This is an optimization exercise on Yosys and OpenROAD, whose aim is small area, a short achievable clock period and few clock cycles, not a production implementation. In this exercise RTL edits were held to simulation tests only and were not proved equivalent to the original.

## flow/design.v (module list and top-level ports; edited modules follow where they fit)
// module frigate_cpu: 103 lines
// module hazard3_alu: 332 lines
// module hazard3_branchcmp: 173 lines
// module hazard3_core: 1485 lines
// module hazard3_add_fast: 28 lines
// module hazard3_cpu_2port: 299 lines
// module hazard3_csr: 1288 lines
// module hazard3_decode: 645 lines
// module hazard3_frontend: 505 lines
// module hazard3_instr_decompress: 422 lines
// module hazard3_irq_ctrl: 494 lines
// module hazard3_mul_fast: 221 lines
// module hazard3_mul_lo_booth: 809 lines
// module hazard3_muldiv_seq: 291 lines
// module hazard3_onehot_encode: 15 lines
// module hazard3_onehot_priority: 16 lines
// module hazard3_onehot_priority_dynamic: 46 lines
// module hazard3_pmp: 381 lines
// module hazard3_power_ctrl: 128 lines
// module hazard3_priority_encode: 23 lines
// module hazard3_regfile_1w2r: 67 lines
// module hazard3_shift_barrel: 85 lines
// module hazard3_triggers: 322 lines
module frigate_cpu (
	input  wire        clk,
	input  wire        rst_n,
	output wire [31:0] i_haddr,
	output wire [1:0]  i_htrans,
	output wire [2:0]  i_hsize,
	output wire [3:0]  i_hprot,
	input  wire        i_hready,
	input  wire [31:0] i_hrdata,
	output wire [31:0] d_haddr,
	output wire        d_hwrite,
	output wire [1:0]  d_htrans,
	output wire [2:0]  d_hsize,
	output wire [3:0]  d_hprot,
	output wire        d_hexcl,
	input  wire        d_hready,
	input  wire        d_hexokay,
	output wire [31:0] d_hwdata,
	input  wire [31:0] d_hrdata
);
  // ...
==> flow/flow/run.sh <==
#!/bin/bash
set -euo pipefail
bash standard.sh synth > synth.log 2>&1
bash standard.sh SETUP_SLACK_MARGIN=11 finish > layout.log 2>&1
==> flow/standard.sh <==
#!/bin/bash
# synth_recipe.tcl (not shown) runs the flow's synth.tcl, then flattens the netlist and writes it again
# the make line also repeats each setting of config.mk as NAME=value (left out here)
make -C /OpenROAD-flow-scripts/flow DESIGN_CONFIG=/design/flow/config.mk WORK_HOME=/design/flow/orfs CLKGATE_MAP_FILE= SYNTH_SCRIPT=/design/flow/synth_recipe.tcl "${@:-finish}"
==> flow/config.mk <==
export PLATFORM = sky130hd
export DESIGN_NAME = frigate_cpu
export DESIGN_NICKNAME = frigate_cpu
export VERILOG_FILES = /design/flow/design.v
export SDC_FILE = /design/flow/constraint.sdc
export NUM_CORES = 8
export LEC_CHECK = 0
export CAP_MARGIN = 20
export CORE_MARGIN = 2
export CORE_UTILIZATION = 50
export SLEW_MARGIN = 20
==> flow/constraint.sdc <==
create_clock -name core_clock -period 20.0 [get_ports {clk}]
set_input_delay 4.0000 -clock core_clock [delete_from_list [all_inputs] [get_ports {clk}]]
set_output_delay 4.0000 -clock core_clock [all_outputs]
set_load 0.01 [all_outputs]
==> results.txt, run 1 <==
outcome finished with violations; layout check failures capacitance limit, slew limit; ANT cells 95; number of clock sinks 2,014; cell depth of the worst min-delay path 1; sum of routed wire segments on met1 264,000 µm; buffers and inverters on the worst path 13; CTS tree done; area of the multi-input gates 81,400 µm²; final-report max-slew violation count 2; Die ar. 288,000 µm²; max_cap viols 1; unrepaired setup endpoints after global routing yes; cell breakdown of the critical path buf_6, buf_4, buf_6, buf_16, a222oi_1, bufbuf_16, ha_1, nand4_1, nor2_2, buf_4, nand3_2, nor3_1, buf_4, or4b_1, a31o_1, buf_8, nand2_8, buf_12, o21bai_4, buf_6, buf_6, buf_6, o21ai_2, buf_2; capture point of the worst reg-to-reg path cpu.core.xm_result[10]; largest contributor to cell area by class multi-input combinational cells; part of the Yosys area used for sequential elements 40.2%; total vias in the final route 152k; count of inverters not on the clock network in the layout 465; element type at the critical path end output pin; most used cell along the critical path sky130_fd_sc_hd__buf_6; GR Util met1 63.3%; library cell contributing the largest single delay on the critical path sky130_fd_sc_hd__or4b_1; number of antenna violations at the first check in global routing 110; share of final layout cell area taken by non-clock buffers 6.87%; number of flip-flops in the largest register 992; slack of the critical path 10,190 ps; Critical Path RT 16,000 ps; share of the synthesized area in the top cell type 30.4%; final std cells w/o fill 19.6k; most used cells in the layout excluding fill and tap cells sky130_fd_sc_hd__nand2_1, sky130_fd_sc_hd__edfxtp_1, sky130_fd_sc_hd__a21oi_1
Testbench counts, summed over its fixed seeds: cycles 609,054.
==> inputs of run 2 (changes only) <==
==> flow/flow/run.sh (replaced) <==
#!/bin/bash
set -euo pipefail
MARGIN=11
bash standard.sh synth > synth.log 2>&1
bash standard.sh SETUP_SLACK_MARGIN=$MARGIN finish > layout.log 2>&1

drv_ok() {
	python3 - "$1" <<'PY'
import json, sys
r = json.load(open(sys.argv[1]))
bad = r.get("finish__timing__drv__max_slew", 0) or r.get("finish__timing__drv__max_cap", 0)
sys.exit(1 if bad else 0)
PY
}

REPORT=orfs/logs/sky130hd/frigate_cpu/base/6_report.json
n=1
for density in 0.64 0.56; do
	if drv_ok $REPORT; then
		break
	fi
	n=$((n + 1))
	bash standard.sh clean_floorplan clean_place clean_cts clean_route clean_finish > clean$n.log 2>&1
	bash standard.sh SETUP_SLACK_MARGIN=$MARGIN PLACE_DENSITY=$density finish > layout$n.log 2>&1
done
--- a/flow/config.mk
+++ b/flow/config.mk
@@ -8,4 +8,4 @@
 export CAP_MARGIN = 20
 export CORE_MARGIN = 2
-export CORE_UTILIZATION = 50
+export CORE_UTILIZATION = 40
 export SLEW_MARGIN = 20
==> run 2 against run 1 <==
The run now finishes clean. Worst hold slack improved by 16 ps. Via count decreased by 6.1%. Clock-buffer cell count increased by 22.
==> results.txt, run 2 <==
vias per std cell 7.05 (was 7.77); library cell contributing the largest single delay on the critical path sky130_fd_sc_hd__a222oi_1 (was sky130_fd_sc_hd__or4b_1); H-tree levels 4 (unchanged); total routing usage reported by global routing 39.4% (was 54.4%); post-synthesis xor/xnor area fraction 3.82% (unchanged); Critical Path RT 16,000 ps (about the same); initial core utilization 40.2% (was 50.3%); cell breakdown of the critical path buf_6, buf_16, a222oi_1, bufbuf_16, a21oi_1, ha_1, o21ai_0, nand2b_1, and3_4, nand2_2, nor2_4, nand2_1, a211oi_4, o31ai_2, o21ai_1, a21oi_1, xor2_1, a21oi_2, o211ai_1, o21ai_4, buf_2 (was buf_6, buf_4, buf_6, buf_16, a222oi_1, bufbuf_16, ha_1, nand4_1, nor2_2, buf_4, nand3_2, nor3_1, buf_4, or4b_1, a31o_1, buf_8, nand2_8, buf_12, o21bai_4, buf_6, buf_6, buf_6, o21ai_2, buf_2); max frequency 0.101 GHz (was 0.102 GHz); Finished Core Util 45.8% (was 58.2%); Post-synth EDFFs 1,436 (unchanged); period utilisation layout 49.3% (was 49.1%); setup tns final 0 ps (unchanged); first-pass iteration count of the detailed router 12 (was 13); adder and majority gate portion of the synthesized area 5.55% (unchanged); standard-cell row count 218 (was 195); multiplexer share of the synthesized area 6.51% (unchanged); total vias in the final route 143k (was 152k); part of the Yosys area used for sequential elements 40.2% (unchanged); share of the synthesized area in the top cell type 30.4% (unchanged); number of flip-flops in the largest register 992 (unchanged); number of top-level pins 185 (unchanged); count of port buffers added during placement 168 (unchanged); Post-synth top flop sky130_fd_sc_hd__edfxtp_1 (unchanged); synthesized area 142,000 µm² (unchanged); final-report max-slew violation count 0 (was 2); DRC violation total after the first TritonRoute iteration 25.7k (was 30.3k); Setup Skew 204 ps (was 172 ps); Avg Synthesized Cell Area 9.18 µm² (unchanged); most used cell along the critical path sky130_fd_sc_hd__a21oi_1 (was sky130_fd_sc_hd__buf_6); pin count of the biggest net entering global routing 165 (was 84); Final GP Congestion 1.09 (was 1.18); Bufs on Longest Clock Path 4 (unchanged); post-synthesis cell type count 122 (unchanged); core outline area 353,000 µm² (was 282,000 µm²); Ys Warns 26 (unchanged); final hold violations 0 (unchanged); final std cells w/o fill 20.2k (was 19.6k); most common library cell in the layout ignoring fill and taps sky130_fd_sc_hd__nand2_1 (unchanged); kind of start point of the critical path register (unchanged); Critical Path Fanout Max 7 (was 8); fraction of final layout cells with drive strength greater than 1 13.2% (was 15.2%); unrepaired setup endpoints after global routing yes (unchanged); register with the highest flop count cpu.core.regs.real_dualport_reset.mem (unchanged); largest cells by area after synthesis sky130_fd_sc_hd__edfxtp_1, sky130_fd_sc_hd__dfrtp_1, sky130_fd_sc_hd__a21oi_1, sky130_fd_sc_hd__nand2_1, sky130_fd_sc_hd__mux2i_1 (unchanged); stage delay of the slowest cell on the critical path 560 ps (was 510 ps); worst-case headroom to the max-slew limit 9.23% (was -34.1%); number of antenna violations at the first check in global routing 61 (was 110); max_cap viols 0 (was 1); pin slew with the least headroom to its limit 1360 ps (was 1950 ps); number of clock sinks 2,014 (unchanged); clock insertion delay at the later pin of the skew report 1030 ps (about the same); Die Wd 599 µm (was 536 µm); Async SR Flop Fraction 22.3% (unchanged); area grow syn2layout 13.9% (was 15.8%); arrival time reported for the critical path endpoint 5850 ps (was 5810 ps); final worst path period need 9850 ps (was 9810 ps); average routed wire per standard cell 36.6 µm (was 41.6 µm); top cell types by occurrence after synthesis sky130_fd_sc_hd__nand2_1, sky130_fd_sc_hd__edfxtp_1, sky130_fd_sc_hd__a21oi_1, sky130_fd_sc_hd__nor2_1, sky130_fd_sc_hd__clkbuf_1 (unchanged); Die ar. 359,000 µm² (was 288,000 µm²); via count of the first global-routing pass 129k (was 138k); root cell of the clock tree sky130_fd_sc_hd__clkbuf_16 (unchanged); total grt overflow 0 (unchanged); register clock-pin slew on the reported worst setup and hold paths 60 ps (about the same); placed cells 19.6k (was 18.7k); number of standard cells after synthesis 15.4k (unchanged); flip-flop and latch count after synthesis 2,014 (unchanged); buffers and inverters on the worst path 4 (was 13); share of the synthesized area in compound gates (AO/OA/AOI/OAI) 24.0% (unchanged); post-synth top area cell sky130_fd_sc_hd__edfxtp_1 (unchanged); kind of path behind the tightest hold check register to register (unchanged); Crit Path Category register to output pin (unchanged); Crit path max-delay family compound AO/OA/AOI/OAI gates (was buffers and inverters); outcome no timing/DRC/antenna violations (was finished with violations); number of nets still failing antenna checks after routing 0 (unchanged); global-route wire length before repair 1,010,000 µm (was 1,100,000 µm); count of unresolved DRC violations after routing 0 (unchanged); element type at the critical path end output pin (unchanged); final setup violating endpoints 0 (unchanged); top-count cell post-synth sky130_fd_sc_hd__nand2_1 (unchanged); clock buffer count from CTS 223 (unchanged); simple-gate portion of the synthesized area 15.0% (unchanged); die height 599 µm (was 536 µm); CTS tree done (unchanged); combinational family with the most area after synthesis compound AO/OA/AOI/OAI gates (unchanged); most used cells in the layout excluding fill and tap cells sky130_fd_sc_hd__nand2_1, sky130_fd_sc_hd__edfxtp_1, sky130_fd_sc_hd__a21oi_1 (unchanged); HPWL Detailed 485,000 µm (was 526,000 µm); nets@finish 15.9k (was 16.1k); final wirelength 740,000 µm (was 813,000 µm)
[run 2: changes by cell type in the layout (fill, tap and decap cells not counted), moves of 14 or more]
cell / change
sky130_fd_sc_hd__clkinvlp_4: -23
sky130_fd_sc_hd__buf_12: -37
sky130_fd_sc_hd__nor2_1: -15
sky130_fd_sc_hd__nor2_2: +16
sky130_fd_sc_hd__buf_6: -36
sky130_fd_sc_hd__buf_4: -163
sky130_fd_sc_hd__buf_8: +14
sky130_fd_sc_hd__bufbuf_16: -22
sky130_fd_sc_hd__diode_2: -49
sky130_fd_sc_hd__o21ai_4: -16
[run 2: path summary, 6_finish.rpt]
path,from,end,slack (ps),depth (start not counted)
worst min register to register,cpu.core.decode_u.r_sleep_unblock,cpu.core.unblock_out,460,1
max in group asynchronous,rst_n,cpu.core.has_muldiv.muldiv.op_r[2],14570,4
worst min-delay path,cpu.core.decode_u.r_sleep_unblock,cpu.core.unblock_out,460,1
worst max register to register,cpu.core.frontend.cir_vld[0],cpu.core.xm_result[10],10890,25
worst max-delay path,cpu.core.bp1_s_mw,i_haddr[30],10150,21
min in group asynchronous,rst_n,cpu.core.frontend.fetch_addr[29],3050,1
[run 2: through the flow]
stage / hold WS, ps / setup WS, ps / area [µm²]
CTS: 466 / 10500 / 160000
floorplan: 404 / 10070 / 142000
global route: 490 / 10260 / 161000
detailed placement: 460 / 9060 / 150000
finish: 457 / 10150 / 161000
global placement: 441 / 8920 / 150000
[run 2: repair_timing]
item                                    CTS  global route
buffers inserted                        105            62
cloned                                   22             9
pin swaps                                69            74
hold buffers                              0             0
resized for setup                       481           190
endpoints found under the setup margin  286           276
[run 2: logic make-up after synthesis]
logic type	after synthesis
other	2
XOR/XNOR	618
AO/OA/AOI/OAI	5104
AND/OR/NAND/NOR	4580
adder cells (fa/ha/maj)	514
multiplexers	837
buffers and inverters	1771
flip-flops	2014
[run 2: layer usage]
layer | part of all wire, % | GRT usage (%) | vias up
met2 | 40 | 54.9 | 12400
li1 | - | - | 58200
met1 | 36 | 50.0 | 68800
met3 | 15 | 15.0 | 3209
met4 | 8.8 | 27.6 | 38
met5 | 0.067 | 0.548 | -
[run 2: area by class of cell]
cell class                      instances  area [µm²]
Antenna cell                           46         115
Clock buffer                          303        6220
Clock inverter                        108        1310
Fill cell                           33500      191000
Inverter                              463        1810
Multi-Input combinational cell      11700       80600
Sequential cell                      2014       57000
Tap cell                             4730        5920
Timing Repair Buffer                  899        8450
==> inputs of run 3 (changes only) <==
--- a/flow/flow/run.sh
+++ b/flow/flow/run.sh
@@ -1,5 +1,5 @@
 #!/bin/bash
 set -euo pipefail
-MARGIN=11
+MARGIN=10.5
 bash standard.sh synth > synth.log 2>&1
 bash standard.sh SETUP_SLACK_MARGIN=$MARGIN finish > layout.log 2>&1
==> run 3 against run 2 <==
Critical path depth is 3 lower. Fmax is 3.1% higher. Largest cell class unchanged. Utilization is 0.26 points lower. Critical path type is now primary input to register. Final cell count hardly changed. Setup slack better by 300 ps. Final area is 0.56% lower.
==> results.txt, run 3 <==
Avg Synthesized Cell Area 9.18 µm² (unchanged); Die ar. 359,000 µm² (unchanged); synthesized area 142,000 µm² (unchanged); register clock-pin slew on the reported worst setup and hold paths 60 ps (about the same); final hold violations 0 (unchanged); number of flip-flops in the largest register 992 (unchanged); setup tns final 0 ps (unchanged); die height 599 µm (unchanged); via count of the first global-routing pass 129k (about the same); most used cells in the layout excluding fill and tap cells sky130_fd_sc_hd__nand2_1, sky130_fd_sc_hd__edfxtp_1, sky130_fd_sc_hd__a21oi_1 (unchanged); number of standard cells after synthesis 15.4k (unchanged); Crit Path Category primary input to register (was register to output pin); DRC violation total after the first TritonRoute iteration 27.5k (was 25.7k); DP Area 150,000 µm² (about the same); top cell types by occurrence after synthesis sky130_fd_sc_hd__nand2_1, sky130_fd_sc_hd__edfxtp_1, sky130_fd_sc_hd__a21oi_1, sky130_fd_sc_hd__nor2_1, sky130_fd_sc_hd__clkbuf_1 (unchanged); CTS tree done (unchanged); count of port buffers added during placement 168 (unchanged); post-synthesis cell type count 122 (unchanged); first-pass iteration count of the detailed router 12 (unchanged); clock insertion delay at the later pin of the skew report 1020 ps (was 1030 ps); Setup Skew 171 ps (was 204 ps); unrepaired setup endpoints after global routing yes (unchanged); Bufs on Longest Clock Path 4 (unchanged); number of clock sinks 2,014 (unchanged); element type at the critical path end register (was output pin); outcome no timing/DRC/antenna violations (unchanged); number of cells traversed by the worst register-to-register path 30 (was 25); Critical Path RT 20,700 ps (was 16,000 ps); average routed wire per standard cell 36.0 µm (was 36.6 µm); Worst R2R Start cpu.core.bp2_s_xm (was cpu.core.frontend.cir_vld[0]); max frequency 0.105 GHz (was 0.101 GHz); global-route wire length before repair 1,000,000 µm (was 1,010,000 µm); cts-stage hold buffer count 0 (unchanged); initial core utilization 40.2% (unchanged); HPWL Detailed 483,000 µm (was 485,000 µm); part of the Yosys area used for sequential elements 40.2% (unchanged); Post-synth top flop sky130_fd_sc_hd__edfxtp_1 (unchanged); Fin Hold WS 448 ps (was 457 ps); worst-case headroom to the max-slew limit 12.9% (was 9.23%); clock buffer count from CTS 221 (was 223); design area 160,000 µm² (was 161,000 µm²); standard-cell row count 218 (unchanged); pin count of the biggest net entering global routing 164 (was 165); number of top-level pins 185 (unchanged); Critical Path Fanout Max 62 (was 7); final-layout fill cell count 33.6k (was 33.5k); flip-flop and latch count after synthesis 2,014 (unchanged); start point of the worst hold path cpu.core.unblock_out (was cpu.core.decode_u.r_sleep_unblock); largest cells by area after synthesis sky130_fd_sc_hd__edfxtp_1, sky130_fd_sc_hd__dfrtp_1, sky130_fd_sc_hd__a21oi_1, sky130_fd_sc_hd__nand2_1, sky130_fd_sc_hd__mux2i_1 (unchanged); Final GP Congestion 1.08 (was 1.09); flop2flop setup slack 10,550 ps (was 10,890 ps); fraction of final layout cells with drive strength greater than 1 12.6% (was 13.2%); pin slew with the least headroom to its limit 1270 ps (was 1360 ps); area grow syn2layout 13.2% (was 13.9%); arrival time reported for the critical path endpoint 10,250 ps (was 5850 ps); Post-synth EDFFs 1,436 (unchanged); register with the highest flop count cpu.core.regs.real_dualport_reset.mem (unchanged); most common library cell in the layout ignoring fill and taps sky130_fd_sc_hd__nand2_1 (unchanged); top-count cell post-synth sky130_fd_sc_hd__nand2_1 (unchanged); total grt overflow 0 (unchanged); total vias in the final route 143k (about the same); kind of start point of the critical path primary input (was register); post-synth top area cell sky130_fd_sc_hd__edfxtp_1 (unchanged); cell depth of the worst min-delay path 1 (unchanged); max_cap viols 0 (unchanged); period utilisation layout 47.8% (was 49.3%); number of antenna violations at the first check in global routing 67 (was 61); vias per std cell 7.06 (was 7.05); critical path startpoint d_hready (was cpu.core.bp1_s_mw); Async SR Flop Fraction 22.3% (unchanged); final wirelength 729,000 µm (was 740,000 µm); root cell of the clock tree sky130_fd_sc_hd__clkbuf_16 (unchanged); register area 57,000 µm² (about the same); capture point of the worst reg-to-reg path cpu.core.xm_result[28] (was cpu.core.xm_result[10]); number of nets still failing antenna checks after routing 0 (unchanged); Die Wd 599 µm (unchanged); WHS Endpoint cpu.core.power_ctrl.block_wakeup_req (was cpu.core.unblock_out); total routing usage reported by global routing 38.9% (was 39.4%); final-report max-slew violation count 0 (unchanged); final setup violating endpoints 0 (unchanged); count of unresolved DRC violations after routing 0 (unchanged); kind of path behind the tightest hold check register to register (unchanged); nets@finish 15.8k (was 15.9k); share of the synthesized area in the top cell type 30.4% (unchanged); Ys Warns 26 (unchanged); H-tree levels 4 (unchanged); area of the multi-input gates 79,900 µm² (was 80,600 µm²); core outline area 353,000 µm² (unchanged); final worst path period need 9550 ps (was 9850 ps)
==> run 3: cell count changes in the layout (fill, tap and decap cells not counted), sizes merged, moves of 9 or more <==
cell and delta:
clkinvlp +25, clkdlybuf4s15 +9, inv -12, clkdlybuf4s50 +15
buf -44, clkinv +11, diode +12
==> run 3: worst max path at each step <==
stage                                               end  slack [ps]  cells past startpoint
detailed placement  cpu.core.has_muldiv.muldiv.accum[0]        8920                     32
finish                          cpu.core.regs.rdata1[0]       10450                     18
floorplan              cpu.core.frontend.fifo_mem[0][0]       10070                     21
CTS                                         i_haddr[30]       10350                     21
global placement    cpu.core.has_muldiv.muldiv.accum[0]        9010                     32
global route                                i_haddr[31]       10350                     19
==> run 3: metrics by stage <==
step                      setup slack [ps]  cells  util [%]
final                                10450  20200      45.5
after global routing                 10350  20200      45.5
after CTS                            10350  20100      45.0
after detailed placement              8920  19600      42.4
after global placement                9010  19600      42.4
after floorplan                      10070  15500         -
==> run 3: what timing repair did <==
action                     4_1_cts  5_1_grt
setup endpoints to repair      196      229
buffers inserted                85       79
cloned                          14       16
gates resized for setup        229      204
pin swaps                       42       55
==> run 3: layout make-up <==
type | count | area share, %
Tap cell | 4730 | 3.69
Multi-Input combinational cell | 11700 | 49.8
Clock inverter | 125 | 0.826
Antenna cell | 58 | 0.0904
Inverter | 463 | 1.15
Timing Repair inverter | 1 | 0.00312
Timing Repair Buffer | 895 | 5.14
Sequential cell | 2014 | 35.5
Clock buffer | 279 | 3.79
==> run 3: layer usage <==
layer | wire, µm | GRT usage (%) | share of wire, %
met5 | 504 | 0.642 | 0.069
met4 | 67000 | 27.9 | 9.2
met3 | 110000 | 13.6 | 15
met2 | 289000 | 53.8 | 40
met1 | 263000 | 50.0 | 36
==> run 3: worst max-delay path, cell delays in order <==
cell and delay [ps]:
sky130_fd_sc_hd__clkdlybuf4s50_1 660, sky130_fd_sc_hd__nand2_1 310, sky130_fd_sc_hd__o21ai_0 260, sky130_fd_sc_hd__o31ai_4 250, sky130_fd_sc_hd__o21bai_1 140, sky130_fd_sc_hd__nand4b_1 200, sky130_fd_sc_hd__nor3b_4 110, sky130_fd_sc_hd__a21o_1 220
sky130_fd_sc_hd__a31oi_4 150, sky130_fd_sc_hd__buf_4 540, sky130_fd_sc_hd__buf_8 500, sky130_fd_sc_hd__mux2i_1 670, sky130_fd_sc_hd__and3_2 650, sky130_fd_sc_hd__buf_4 600, sky130_fd_sc_hd__a22o_1 240, sky130_fd_sc_hd__a221oi_1 50
sky130_fd_sc_hd__nand3_1 130, sky130_fd_sc_hd__or4_1 440
==> run 3: cell families (layout without fill, tap and decap cells) <==
| family | count (synthesis) | after routing | synth area share (%) |
|---|---|---|---|
| compound gates | 5104 | 5104 | 24.0 |
| simple gates | 4580 | 4580 | 15.0 |
| flops | 2014 | 2014 | 40.2 |
| buf+inv | 1771 | 1763 | 4.92 |
| mux | 837 | 837 | 6.51 |
| xor+xnor | 618 | 618 | 3.82 |
| fa+ha+maj | 514 | 514 | 5.55 |
| other cells | 2 | 74 | 0.00530 |
==> inputs of run 4 (changes only) <==
--- a/flow/flow/run.sh
+++ b/flow/flow/run.sh
@@ -1,5 +1,5 @@
 #!/bin/bash
 set -euo pipefail
-MARGIN=10.5
+MARGIN=11.5
 bash standard.sh synth > synth.log 2>&1
 bash standard.sh SETUP_SLACK_MARGIN=$MARGIN finish > layout.log 2>&1
==> run 4 against run 3 <==
Fmax shrank 0.89%. Register-to-register slack gained 100 ps. Area after synthesis is the same. Sequential share of layout area shrank 0.99 points. Clock skew shrank 41 ps. Largest cell class unchanged.
==> results.txt, run 4 <==
outcome no timing/DRC/antenna violations (unchanged); total grt overflow 0 (unchanged); Ys Warns 26 (unchanged); root cell of the clock tree sky130_fd_sc_hd__clkbuf_16 (unchanged); critical path startpoint cpu.core.bp1_s_xm (was d_hready); H-tree levels 4 (unchanged); buffers and inverters on the worst path 8 (was 4); top-count cell post-synth sky130_fd_sc_hd__nand2_1 (unchanged); Async SR Flop Fraction 22.3% (unchanged); count of unresolved DRC violations after routing 0 (unchanged); CTS tree done (unchanged); standard-cell row count 218 (unchanged); flop2flop setup slack 10,650 ps (was 10,550 ps); stage delay of the slowest cell on the critical path 540 ps (was 670 ps); final std cells w/o fill 20.4k (was 20.2k); top cell types by occurrence after synthesis sky130_fd_sc_hd__nand2_1, sky130_fd_sc_hd__edfxtp_1, sky130_fd_sc_hd__a21oi_1, sky130_fd_sc_hd__nor2_1, sky130_fd_sc_hd__clkbuf_1 (unchanged); Post-synth top flop sky130_fd_sc_hd__edfxtp_1 (unchanged); die height 599 µm (unchanged); element type at the critical path end output pin (was register); final-report max-slew violation count 0 (unchanged); cts-stage hold buffer count 0 (unchanged); number of flip-flops in the largest register 992 (unchanged); Post-synth EDFFs 1,436 (unchanged); library cell contributing the largest single delay on the critical path sky130_fd_sc_hd__o211ai_1 (was sky130_fd_sc_hd__mux2i_1); count of port buffers added during placement 168 (unchanged); capture point of the worst reg-to-reg path cpu.core.xm_result[31] (was cpu.core.xm_result[28]); unrepaired setup endpoints after global routing yes (unchanged); register with the highest flop count cpu.core.regs.real_dualport_reset.mem (unchanged); most used cell along the critical path sky130_fd_sc_hd__buf_12 (was sky130_fd_sc_hd__buf_4); number of gates on the worst path with buffers counted 27 (was 18); pin slew with the least headroom to its limit 1370 ps (was 1270 ps); register clock-pin slew on the reported worst setup and hold paths 60 ps (about the same); DP Area 150,000 µm² (about the same); kind of start point of the critical path register (was primary input); Crit path max-delay family compound AO/OA/AOI/OAI gates (was buffers and inverters); Worst R2R Start cpu.core.bp1_s_xm (was cpu.core.bp2_s_xm); Final GP Congestion 1.11 (was 1.08); global-route wire length before repair 1,040,000 µm (was 1,000,000 µm); DRC violation total after the first TritonRoute iteration 27.4k (was 27.5k); part of the Yosys area used for sequential elements 40.2% (unchanged); period utilisation layout 48.2% (was 47.8%); final-layout fill cell count 33.2k (was 33.6k); total routing usage reported by global routing 40.5% (was 38.9%); via count of the first global-routing pass 132k (was 129k); final setup violating endpoints 0 (unchanged); initial core utilization 40.2% (unchanged); final wirelength 757,000 µm (was 729,000 µm); most used cells in the layout excluding fill and tap cells sky130_fd_sc_hd__nand2_1, sky130_fd_sc_hd__edfxtp_1, sky130_fd_sc_hd__a21oi_1 (unchanged); Critical Path Fanout Max 8 (was 62); slack of the critical path 10,360 ps (was 10,450 ps); worst-case headroom to the max-slew limit 6.33% (was 12.9%); synthesized area 142,000 µm² (unchanged); number of nets still failing antenna checks after routing 0 (unchanged); fraction of final layout cells with drive strength greater than 1 15.7% (was 12.6%); number of clock sinks 2,014 (unchanged); design area 165,000 µm² (was 160,000 µm²); Crit Path Category register to output pin (was primary input to register); destination of the critical timing path i_haddr[30] (was cpu.core.regs.rdata1[0]); clock insertion delay at the later pin of the skew report 990 ps (was 1020 ps); arrival time reported for the critical path endpoint 5640 ps (was 10,250 ps); vias per std cell 7.11 (was 7.06); Fin Hold WS 470 ps (was 448 ps); HPWL Detailed 495,000 µm (was 483,000 µm); post-synthesis cell type count 122 (unchanged); number of cells traversed by the worst register-to-register path 49 (was 30); Die Wd 599 µm (unchanged); first-pass iteration count of the detailed router 14 (was 12); final hold violations 0 (unchanged); placed cells 19.6k (about the same); most common library cell in the layout ignoring fill and taps sky130_fd_sc_hd__nand2_1 (unchanged); Die ar. 359,000 µm² (unchanged); kind of path behind the tightest hold check register to register (unchanged); clock buffer count from CTS 227 (was 221); core outline area 353,000 µm² (unchanged); total vias in the final route 145k (was 143k); number of standard cells after synthesis 15.4k (unchanged); pre-CTS WS 9120 ps (was 8920 ps); largest cells by area after synthesis sky130_fd_sc_hd__edfxtp_1, sky130_fd_sc_hd__dfrtp_1, sky130_fd_sc_hd__a21oi_1, sky130_fd_sc_hd__nand2_1, sky130_fd_sc_hd__mux2i_1 (unchanged); number of antenna violations at the first check in global routing 89 (was 67); average routed wire per standard cell 37.1 µm (was 36.0 µm); Bufs on Longest Clock Path 4 (unchanged); area grow syn2layout 16.5% (was 13.2%); number of top-level pins 185 (unchanged); pin count of the biggest net entering global routing 139 (was 164); post-synth top area cell sky130_fd_sc_hd__edfxtp_1 (unchanged); nets@finish 16.0k (was 15.8k); setup tns final 0 ps (unchanged); max_cap viols 0 (unchanged); Setup Skew 130 ps (was 171 ps); Critical Path RT 16,000 ps (was 20,700 ps); flip-flop and latch count after synthesis 2,014 (unchanged); Avg Synthesized Cell Area 9.18 µm² (unchanged); max frequency 0.104 GHz (was 0.105 GHz); share of the synthesized area in the top cell type 30.4% (unchanged); final worst path period need 9640 ps (was 9550 ps)
[run 4: changes by cell type in the layout (fill, tap and decap cells not counted), sizes merged, moves of 6 or more]
cell / previous run / this run
buf: 701 / 911
bufbuf: 10 / 17
bufinv: 23 / 29
clkbuf: 316 / 299
clkdlybuf4s15: 9 / 0
clkdlybuf4s50: 136 / 109
clkinv: 84 / 99
clkinvlp: 34 / 21
diode: 58 / 46
[run 4: worst register-to-register path, delay by kind of cell (launching register included)]
kind,cells,cell delay (ps)
adders and majority gates,6,2800
buffers and inverters,26,2620
AOI/OAI and AO/OA,12,2530
and+or+nand+nor,4,570
DFF,1,460
xor gates and xnor gates,1,200
[run 4: through the flow]
stage,util (%)
finish,46.8
global route,46.8
CTS,46.1
detailed placement,42.5
global placement,42.4
floorplan,-
[run 4: cells by family after synthesis]
| group | count (synthesis) | synth area share [%] |
|---|---|---|
| AO/OA/AOI/OAI | 5104 | 24.0 |
| AND/OR/NAND/NOR | 4580 | 15.0 |
| flip-flops | 2014 | 40.2 |
| buffers and inverters | 1771 | 4.92 |
| multiplexers | 837 | 6.51 |
| XOR/XNOR | 618 | 3.82 |
| adder cells (fa/ha/maj) | 514 | 5.55 |
| other | 2 | 0.00530 |
[run 4: per-layer routing]
| layer | global-route usage [%] | wire, µm | up-vias |
|---|---|---|---|
| li1 | - | - | 58600 |
| met1 | 50.4 | 265000 | 70100 |
| met2 | 56.1 | 298000 | 12800 |
| met3 | 15.9 | 118000 | 3623 |
| met4 | 30.3 | 74700 | 50 |
| met5 | 0.241 | 757 | - |
[run 4: worst min-delay path by stage]
| stage | startpoint | depth (start not counted) | end | slack, ps |
|---|---|---|---|---|
| after global routing | cpu.core.decode_u.r_sleep_block | 1 | cpu.core.xm_sleep_block | 500 |
| final | cpu.core.decode_u.r_sleep_block | 1 | cpu.core.xm_sleep_block | 470 |
| after floorplan | cpu.core.unblock_out | 1 | cpu.core.power_ctrl.block_wakeup_req | 400 |
| after global placement | cpu.core.decode_u.r_sleep_block | 1 | cpu.core.xm_sleep_block | 450 |
| after CTS | cpu.core.decode_u.r_sleep_block | 1 | cpu.core.xm_sleep_block | 470 |
| after detailed placement | cpu.core.unblock_out | 1 | cpu.core.power_ctrl.block_wakeup_req | 460 |
[run 4: area by class of cell]
cell class / instances / area [µm²] / area share [%]
Antenna cell: 46 / 115 / 0.0697
Clock buffer: 289 / 6250 / 3.78
Clock inverter: 137 / 1600 / 0.968
Inverter: 463 / 1860 / 1.13
Multi-Input combinational cell: 11700 / 82500 / 50.0
Sequential cell: 2014 / 57000 / 34.5
Tap cell: 4730 / 5920 / 3.58
Timing Repair Buffer: 1052 / 9880 / 5.99
Timing Repair inverter: 1 / 5.00 / 0.00303
[run 4: timing repair]
| item | in CTS | in global routing |
|---|---|---|
| setup buffers | 207 | 98 |
| pin swaps | 173 | 163 |
| setup endpoints to repair | 405 | 396 |
| gates cloned | 33 | 7 |
| gates resized for setup | 835 | 319 |
==> inputs of run 5 (changes only) <==
--- a/flow/flow/run.sh
+++ b/flow/flow/run.sh
@@ -1,5 +1,5 @@
 #!/bin/bash
 set -euo pipefail
-MARGIN=11.5
+MARGIN=10
 bash standard.sh synth > synth.log 2>&1
 bash standard.sh SETUP_SLACK_MARGIN=$MARGIN finish > layout.log 2>&1
==> run 5 against run 4 <==
Still clean. Synthesized cell count stayed put. Via count fell by 2.6%. Routed wire length shrank 4.1%. Fmax down 4.0%. Area after synthesis stayed put. Critical endpoint is now i_haddr[25].
==> results.txt, run 5 <==
register with the highest flop count cpu.core.regs.real_dualport_reset.mem (unchanged); standard-cell row count 218 (unchanged); total vias in the final route 141k (was 145k); Bufs on Longest Clock Path 4 (unchanged); clock insertion delay at the later pin of the skew report 1040 ps (was 990 ps); number of flip-flops in the largest register 992 (unchanged); root cell of the clock tree sky130_fd_sc_hd__clkbuf_16 (unchanged); flop2flop setup slack 10,200 ps (was 10,650 ps); via count of the first global-routing pass 128k (was 132k); final setup violating endpoints 0 (unchanged); number of clock sinks 2,014 (unchanged); cell breakdown of the critical path buf_12, a22oi_1, nand2_1, buf_4, clkinv_2, ha_1, nand4_1, nor2_2, a21oi_1, o211ai_1, a31oi_1, o21a_2, or4b_1, a31o_4, nand2_2, o21bai_4, buf_12, clkbuf_16, o21ai_4, clkdlybuf4s50_1; element type at the critical path end output pin (unchanged); setup tns final 0 ps (unchanged); worst-case headroom to the max-slew limit 7.60% (was 6.33%); final worst path period need 10,040 ps (was 9640 ps); final-layout fill cell count 33.8k (was 33.2k); placed cells 19.6k (about the same); post-synthesis cell type count 122 (unchanged); fraction of final layout cells with drive strength greater than 1 11.5% (was 15.7%); kind of path behind the tightest hold check register to register (unchanged); synthesized area 142,000 µm² (unchanged); global-route wire length before repair 996,000 µm (was 1,040,000 µm); first-pass iteration count of the detailed router 10 (was 14); most used cells in the layout excluding fill and tap cells sky130_fd_sc_hd__nand2_1, sky130_fd_sc_hd__edfxtp_1, sky130_fd_sc_hd__a21oi_1 (unchanged); final wirelength 726,000 µm (was 757,000 µm); number of top-level pins 185 (unchanged); Crit Path Category register to output pin (unchanged); total grt overflow 0 (unchanged); Avg Synthesized Cell Area 9.18 µm² (unchanged); max frequency 0.0996 GHz (was 0.104 GHz); HPWL Detailed 488,000 µm (was 495,000 µm); H-tree levels 4 (unchanged); max_cap viols 0 (unchanged); kind of start point of the critical path register (unchanged); top-count cell post-synth sky130_fd_sc_hd__nand2_1 (unchanged); Worst R2R Start cpu.core.frontend.cir_vld[0] (was cpu.core.bp1_s_xm); vias per std cell 7.02 (was 7.11); arrival time reported for the critical path endpoint 6040 ps (was 5640 ps); stage delay of the slowest cell on the critical path 590 ps (was 540 ps); post-synth top area cell sky130_fd_sc_hd__edfxtp_1 (unchanged); most used cell along the critical path sky130_fd_sc_hd__buf_12 (unchanged); pin slew with the least headroom to its limit 1370 ps (about the same); top cell types by occurrence after synthesis sky130_fd_sc_hd__nand2_1, sky130_fd_sc_hd__edfxtp_1, sky130_fd_sc_hd__a21oi_1, sky130_fd_sc_hd__nor2_1, sky130_fd_sc_hd__clkbuf_1 (unchanged); number of standard cells after synthesis 15.4k (unchanged); total routing usage reported by global routing 38.7% (was 40.5%); Die ar. 359,000 µm² (unchanged); Crit path max-delay family buffers and inverters (was compound AO/OA/AOI/OAI gates); die height 599 µm (unchanged); critical path startpoint cpu.core.bp1_s_xm (unchanged); buffers and inverters on the worst path 6 (was 8); largest cells by area after synthesis sky130_fd_sc_hd__edfxtp_1, sky130_fd_sc_hd__dfrtp_1, sky130_fd_sc_hd__a21oi_1, sky130_fd_sc_hd__nand2_1, sky130_fd_sc_hd__mux2i_1 (unchanged); area grow syn2layout 12.2% (was 16.5%); share of the synthesized area in the top cell type 30.4% (unchanged); start point of the worst hold path cpu.core.decode_u.r_sleep_unblock (was cpu.core.decode_u.r_sleep_block); pin count of the biggest net entering global routing 124 (was 139); DRC violation total after the first TritonRoute iteration 25.3k (was 27.4k); cts-stage hold buffer count 0 (unchanged); nets@finish 15.8k (was 16.0k); core outline area 353,000 µm² (unchanged); Critical Path Fanout Max 21 (was 8); Ys Warns 26 (unchanged); outcome no timing/DRC/antenna violations (unchanged); Post-synth top flop sky130_fd_sc_hd__edfxtp_1 (unchanged); unrepaired setup endpoints after global routing yes (unchanged); part of the Yosys area used for sequential elements 40.2% (unchanged); average routed wire per standard cell 36.1 µm (was 37.1 µm); Final GP Congestion 1.08 (was 1.11); count of port buffers added during placement 168 (unchanged); final hold violations 0 (unchanged); initial core utilization 40.2% (unchanged); library cell contributing the largest single delay on the critical path sky130_fd_sc_hd__clkdlybuf4s50_1 (was sky130_fd_sc_hd__o211ai_1); Async SR Flop Fraction 22.3% (unchanged); number of nets still failing antenna checks after routing 0 (unchanged); register clock-pin slew on the reported worst setup and hold paths 70 ps (was 60 ps); number of antenna violations at the first check in global routing 73 (was 89); final std cells w/o fill 20.1k (was 20.4k); count of unresolved DRC violations after routing 0 (unchanged); CTS tree done (unchanged); clock buffer count from CTS 221 (was 227); Critical Path RT 16,000 ps (about the same); flip-flop and latch count after synthesis 2,014 (unchanged); Post-synth EDFFs 1,436 (unchanged); Setup Skew 182 ps (was 130 ps); Die Wd 599 µm (unchanged); period utilisation layout 50.2% (was 48.2%); final-report max-slew violation count 0 (unchanged); most common library cell in the layout ignoring fill and taps sky130_fd_sc_hd__nand2_1 (unchanged)
## run 5: path summary, 6_finish.rpt
| kind | endpoint | cells past startpoint |
|---|---|---|
| max | i_haddr[25] | 20 |
| min | cpu.core.unblock_out | 1 |
| max reg2reg | cpu.core.xm_result[31] | 30 |
| min reg2reg | cpu.core.unblock_out | 1 |
| max in group asynchronous | cpu.core.has_muldiv.muldiv.op_r[2] | 4 |
| min in group asynchronous | cpu.core.frontend.fetch_addr[28] | 1 |
## run 5: final cells by class
type / instances / area, µm² / area share [%]
multi-input cells: 11700 / 79600 / 50.1
flip-flops and latches: 2014 / 57000 / 35.8
repair buffers: 819 / 7280 / 4.58
clock buffers: 292 / 6080 / 3.82
well taps: 4730 / 5920 / 3.72
inverters: 463 / 1820 / 1.15
clock inverters: 113 / 1290 / 0.810
diodes: 25 / 62.6 / 0.0393
## run 5: cell families (layout without fill, tap and decap cells)
kind of cell / Yosys count / count (layout) / share of synthesized area [%]
fa+ha+maj: 514 / 514 / 5.55
compound gates: 5104 / 5104 / 24.0
buf+inv: 1771 / 1687 / 4.92
simple gates: 4580 / 4580 / 15.0
mux: 837 / 837 / 6.51
flops: 2014 / 2014 / 40.2
other cells: 2 / 41 / 0.00530
xor+xnor: 618 / 618 / 3.82
## run 5: what timing repair did
item,in CTS,in global routing
pin swaps,10,27
setup buffers,28,55
cloned,3,10
setup endpoints to repair,97,94
resized for setup,119,129
## run 5: stage by stage
| step | utilization (%) | setup WS, ps | hold WS (ps) | instance area (µm²) |
|---|---|---|---|---|
| after global placement | 42.4 | 8820 | 437 | 150000 |
| final | 45.1 | 9960 | 440 | 159000 |
| after global routing | 45.1 | 9860 | 462 | 159000 |
| after CTS | 44.7 | 10000 | 446 | 158000 |
| after floorplan | - | 9130 | 404 | 142000 |
| after detailed placement | 42.4 | 8660 | 439 | 150000 |
## run 5: layer usage
metal	vias up	global-route usage (%)	share of wire, %
met4	52	26.7	8.8
met5	-	0	0.060
met2	11900	54.2	40
li1	57900	-	-
met3	3012	13.5	15
met1	68400	49.6	36
==> inputs of run 6 (changes only) <==
--- a/flow/flow/run.sh
+++ b/flow/flow/run.sh
@@ -1,5 +1,5 @@
 #!/bin/bash
 set -euo pipefail
-MARGIN=10
+MARGIN=11
 bash standard.sh synth > synth.log 2>&1
 bash standard.sh SETUP_SLACK_MARGIN=$MARGIN finish > layout.log 2>&1
--- a/flow/config.mk
+++ b/flow/config.mk
@@ -8,4 +8,4 @@
 export CAP_MARGIN = 20
 export CORE_MARGIN = 2
-export CORE_UTILIZATION = 40
+export CORE_UTILIZATION = 50
 export SLEW_MARGIN = 20
==> run 6 against run 5 <==
Fmax grew 4.5%. Final cell count shrank 3.9%. Worst hold slack lost 38 ps. Critical path depth is the same. Critical endpoint is now i_haddr[31]. Non-clock buffer count grew 150. Setup slack gained 430 ps. Still clean. Critical path type unchanged. Synthesized cell count is the same.
==> results.txt, run 6 <==
most used cells in the layout excluding fill and tap cells sky130_fd_sc_hd__nand2_1, sky130_fd_sc_hd__edfxtp_1, sky130_fd_sc_hd__a21oi_1 (unchanged); die height 536 µm (was 599 µm); clock buffer count from CTS 223 (was 221); cell breakdown of the critical path clkbuf_16, a222oi_1, buf_4, buf_12, a21oi_2, ha_1, a21o_4, a21o_4, or3_4, a31oi_4, a21boi_4, o211ai_1, a2111o_1, o211ai_1, a21oi_2, nor2_1, a31oi_1, buf_4, mux2_4, buf_6 (was buf_12, a22oi_1, nand2_1, buf_4, clkinv_2, ha_1, nand4_1, nor2_2, a21oi_1, o211ai_1, a31oi_1, o21a_2, or4b_1, a31o_4, nand2_2, o21bai_4, buf_12, clkbuf_16, o21ai_4, clkdlybuf4s50_1); total routing usage reported by global routing 49.4% (was 38.7%); Post-synth top flop sky130_fd_sc_hd__edfxtp_1 (unchanged); Bufs on Longest Clock Path 4 (unchanged); stage delay of the slowest cell on the critical path 490 ps (was 590 ps); initial core utilization 50.3% (was 40.2%); Critical Path RT 16,000 ps (about the same); most common library cell in the layout ignoring fill and taps sky130_fd_sc_hd__nand2_1 (unchanged); design area 162,000 µm² (was 159,000 µm²); fraction of final layout cells with drive strength greater than 1 13.9% (was 11.5%); cell depth of the worst min-delay path 1 (unchanged); Post-synth EDFFs 1,436 (unchanged); count of port buffers added during placement 168 (unchanged); first-pass iteration count of the detailed router 22 (was 10); unrepaired setup endpoints after global routing yes (unchanged); clock insertion delay at the later pin of the skew report 1020 ps (was 1040 ps); vias per std cell 7.50 (was 7.02); top-count cell post-synth sky130_fd_sc_hd__nand2_1 (unchanged); register with the highest flop count cpu.core.regs.real_dualport_reset.mem (unchanged); count of unresolved DRC violations after routing 0 (unchanged); outcome no timing/DRC/antenna violations (unchanged); buffers and inverters on the worst path 5 (was 6); DRC violation total after the first TritonRoute iteration 29.1k (was 25.3k); kind of start point of the critical path register (unchanged); Worst R2R Start cpu.core.frontend.cir_vld[0] (unchanged); slack of the critical path 10,390 ps (was 9960 ps); worst-case headroom to the max-slew limit 8.80% (was 7.60%); number of flip-flops in the largest register 992 (unchanged); Critical Path Fanout Max 7 (was 21); number of nets still failing antenna checks after routing 0 (unchanged); number of gates on the worst path with buffers counted 20 (unchanged); standard-cell row count 195 (was 218); final hold violations 0 (unchanged); critical path startpoint cpu.core.bp1_s_xm (unchanged); Crit Path Category register to output pin (unchanged); area grow syn2layout 14.0% (was 12.2%); average routed wire per standard cell 38.4 µm (was 36.1 µm); part of the Yosys area used for sequential elements 40.2% (unchanged); flip-flop and latch count after synthesis 2,014 (unchanged); Final GP Congestion 1.09 (was 1.08); element type at the critical path end output pin (unchanged); DP Area 149,000 µm² (was 150,000 µm²); kind of path behind the tightest hold check register to register (unchanged); Ys Warns 26 (unchanged); number of top-level pins 185 (unchanged); setup tns final 0 ps (unchanged); top cell types by occurrence after synthesis sky130_fd_sc_hd__nand2_1, sky130_fd_sc_hd__edfxtp_1, sky130_fd_sc_hd__a21oi_1, sky130_fd_sc_hd__nor2_1, sky130_fd_sc_hd__clkbuf_1 (unchanged); number of standard cells after synthesis 15.4k (unchanged); total vias in the final route 145k (was 141k); Setup Skew 136 ps (was 182 ps); post-synth top area cell sky130_fd_sc_hd__edfxtp_1 (unchanged); H-tree levels 4 (unchanged); pin count of the biggest net entering global routing 85 (was 124); global-route wire length before repair 1,020,000 µm (was 996,000 µm); final worst path period need 9610 ps (was 10,040 ps); cts-stage hold buffer count 0 (unchanged); core outline area 282,000 µm² (was 353,000 µm²); Avg Synthesized Cell Area 9.18 µm² (unchanged); number of antenna violations at the first check in global routing 50 (was 73); total grt overflow 0 (unchanged); Finished Core Util 57.3% (was 45.1%); via count of the first global-routing pass 131k (was 128k); pre-CTS WS 8910 ps (was 8660 ps); post-synthesis cell type count 122 (unchanged); arrival time reported for the critical path endpoint 5610 ps (was 6040 ps); placed cells 18.6k (was 19.6k); Crit path max-delay family compound AO/OA/AOI/OAI gates (was buffers and inverters); number of clock sinks 2,014 (unchanged); Fin Hold WS 402 ps (was 440 ps); share of the synthesized area in the top cell type 30.4% (unchanged); root cell of the clock tree sky130_fd_sc_hd__clkbuf_16 (unchanged); start point of the worst hold path cpu.core.unblock_out (was cpu.core.decode_u.r_sleep_unblock); final-report max-slew violation count 0 (unchanged); max_cap viols 0 (unchanged); number of cells traversed by the worst register-to-register path 26 (was 30); final wirelength 742,000 µm (was 726,000 µm); register clock-pin slew on the reported worst setup and hold paths 70 ps (about the same); nets@finish 15.9k (was 15.8k); final std cells w/o fill 19.3k (was 20.1k); max frequency 0.104 GHz (was 0.0996 GHz); Die Wd 536 µm (was 599 µm); Die ar. 288,000 µm² (was 359,000 µm²); synthesized area 142,000 µm² (unchanged); library cell contributing the largest single delay on the critical path sky130_fd_sc_hd__dfrtp_2 (was sky130_fd_sc_hd__clkdlybuf4s50_1); pin slew with the least headroom to its limit 1350 ps (was 1370 ps); final setup violating endpoints 0 (unchanged); Async SR Flop Fraction 22.3% (unchanged); CTS tree done (unchanged); period utilisation layout 48.0% (was 50.2%); HPWL Detailed 481,000 µm (was 488,000 µm); largest cells by area after synthesis sky130_fd_sc_hd__edfxtp_1, sky130_fd_sc_hd__dfrtp_1, sky130_fd_sc_hd__a21oi_1, sky130_fd_sc_hd__nand2_1, sky130_fd_sc_hd__mux2i_1 (unchanged)
## run 6: per-layer routing
metal | vias up | GRT usage (%) | wire [µm]
met2 | 13800 | 67.2 | 287000
met4 | 38 | 37.4 | 75100
met1 | 69100 | 62.2 | 256000
met3 | 3725 | 20.2 | 123000
li1 | 58400 | - | -
met5 | - | 0.954 | 652
## run 6: logic make-up after synthesis
kind of cell             Yosys count  share of synthesized area, %
AO/OA/AOI/OAI                   5104                          24.0
AND/OR/NAND/NOR                 4580                          15.0
flip-flops                      2014                          40.2
buffers and inverters           1771                          4.92
multiplexers                     837                          6.51
XOR/XNOR                         618                          3.82
adder cells (fa/ha/maj)          514                          5.55
other                              2                       0.00530
## run 6: worst paths after layout
path / endpoint / slack (ps)
max: i_haddr[31] / 10390
min: cpu.core.power_ctrl.block_wakeup_req / 400
max reg2reg: cpu.core.xm_result[14] / 10770
min reg2reg: cpu.core.power_ctrl.block_wakeup_req / 400
max in group asynchronous: cpu.core.d_rs1_predecoded[2] / 13200
min in group asynchronous: cpu.core.csr_u.have_irq_ctrl.irq_ctrl.meifa[38] / 3010
## run 6: what timing repair did
| item | CTS | global route |
|---|---|---|
| pin swaps | 72 | 113 |
| setup buffers | 127 | 91 |
| resized for setup | 519 | 273 |
| endpoints found under the setup margin | 290 | 270 |
| hold endpoints to repair | 0 | 0 |
| cloned | 29 | 11 |
## run 6: layout make-up
| type | count | area [µm²] |
|---|---|---|
| Multi-Input combinational cell | 11700 | 80900 |
| Tap cell | 3743 | 4680 |
| Antenna cell | 51 | 128 |
| Sequential cell | 2014 | 57000 |
| Timing Repair inverter | 1 | 5.00 |
| Fill cell | 24900 | 120000 |
| Clock inverter | 133 | 1530 |
| Clock buffer | 284 | 6110 |
| Timing Repair Buffer | 969 | 9280 |
| Inverter | 463 | 1940 |
## run 6: worst register-to-register path, stage by stage (launching register included)
cell and delay (ps):
sky130_fd_sc_hd__dfrtp_4 500, sky130_fd_sc_hd__buf_6 130, sky130_fd_sc_hd__nand4b_4 170, sky130_fd_sc_hd__buf_4 220, sky130_fd_sc_hd__o2111ai_4 450, sky130_fd_sc_hd__buf_4 350, sky130_fd_sc_hd__buf_4 560, sky130_fd_sc_hd__a21oi_4 50
sky130_fd_sc_hd__buf_4 380, sky130_fd_sc_hd__xnor2_2 390, sky130_fd_sc_hd__inv_1 80, sky130_fd_sc_hd__ha_1 300, sky130_fd_sc_hd__nor2b_1 140, sky130_fd_sc_hd__o21a_1 180, sky130_fd_sc_hd__o21ai_0 490, sky130_fd_sc_hd__a211o_1 290
sky130_fd_sc_hd__a31oi_1 250, sky130_fd_sc_hd__a21o_1 370, sky130_fd_sc_hd__o311ai_1 620, sky130_fd_sc_hd__a32oi_1 260, sky130_fd_sc_hd__xnor2_1 420, sky130_fd_sc_hd__a21oi_1 130, sky130_fd_sc_hd__mux2_2 290, sky130_fd_sc_hd__buf_4 310
sky130_fd_sc_hd__nor2_1 200, sky130_fd_sc_hd__a211oi_1 70, sky130_fd_sc_hd__o41ai_2 1190

==> what the ideal ports hide <==
How much do the figures lean on ideal ports? The routed layouts below were timed once more, with nothing changed but the port constraints. Step 1 assumes that a clkbuf_16 drives the clock port and a buf_2 every other input. Step 2 adds t to the input delays and takes it off the output delays; t is the mean of the earliest and latest rising clock arrival at the registers after step 1. Input paths then give back, and output paths get back, about the clock's delay inside the block. Three values: no drivers, after step 1, after step 2; two values: the first two.
| run | shift t [ns] | setup WS [ns] | hold WS [ns] | worst setup path after step 2 |
|---|---|---|---|---|
| run 1 | 1.041 | 10.187 / 10.093 / 10.046 | 0.441 / 0.441 / 0.441 | input to register |
| run 2 | 1.046 | 10.147 / 10.028 / 9.916 | 0.457 / 0.457 / 0.457 | input to register |
| run 3 | 1.048 | 10.447 / 10.343 / 9.486 | 0.448 / 0.448 / 0.448 | input to register |
| run 4 | 1.023 | 10.361 / 10.261 / 10.336 | 0.470 / 0.470 / 0.470 | input to register |
| run 5 | 1.059 | 9.963 / 9.849 / 9.223 | 0.440 / 0.440 / 0.440 | input to register |
| run 6 | 1.057 | 10.391 / 10.282 / 9.977 | 0.402 / 0.402 / 0.402 | input to register |
For run 3, which loses most, drivers alone change the setup slack by -0.104 ns; drivers and shift together by -0.961 ns.
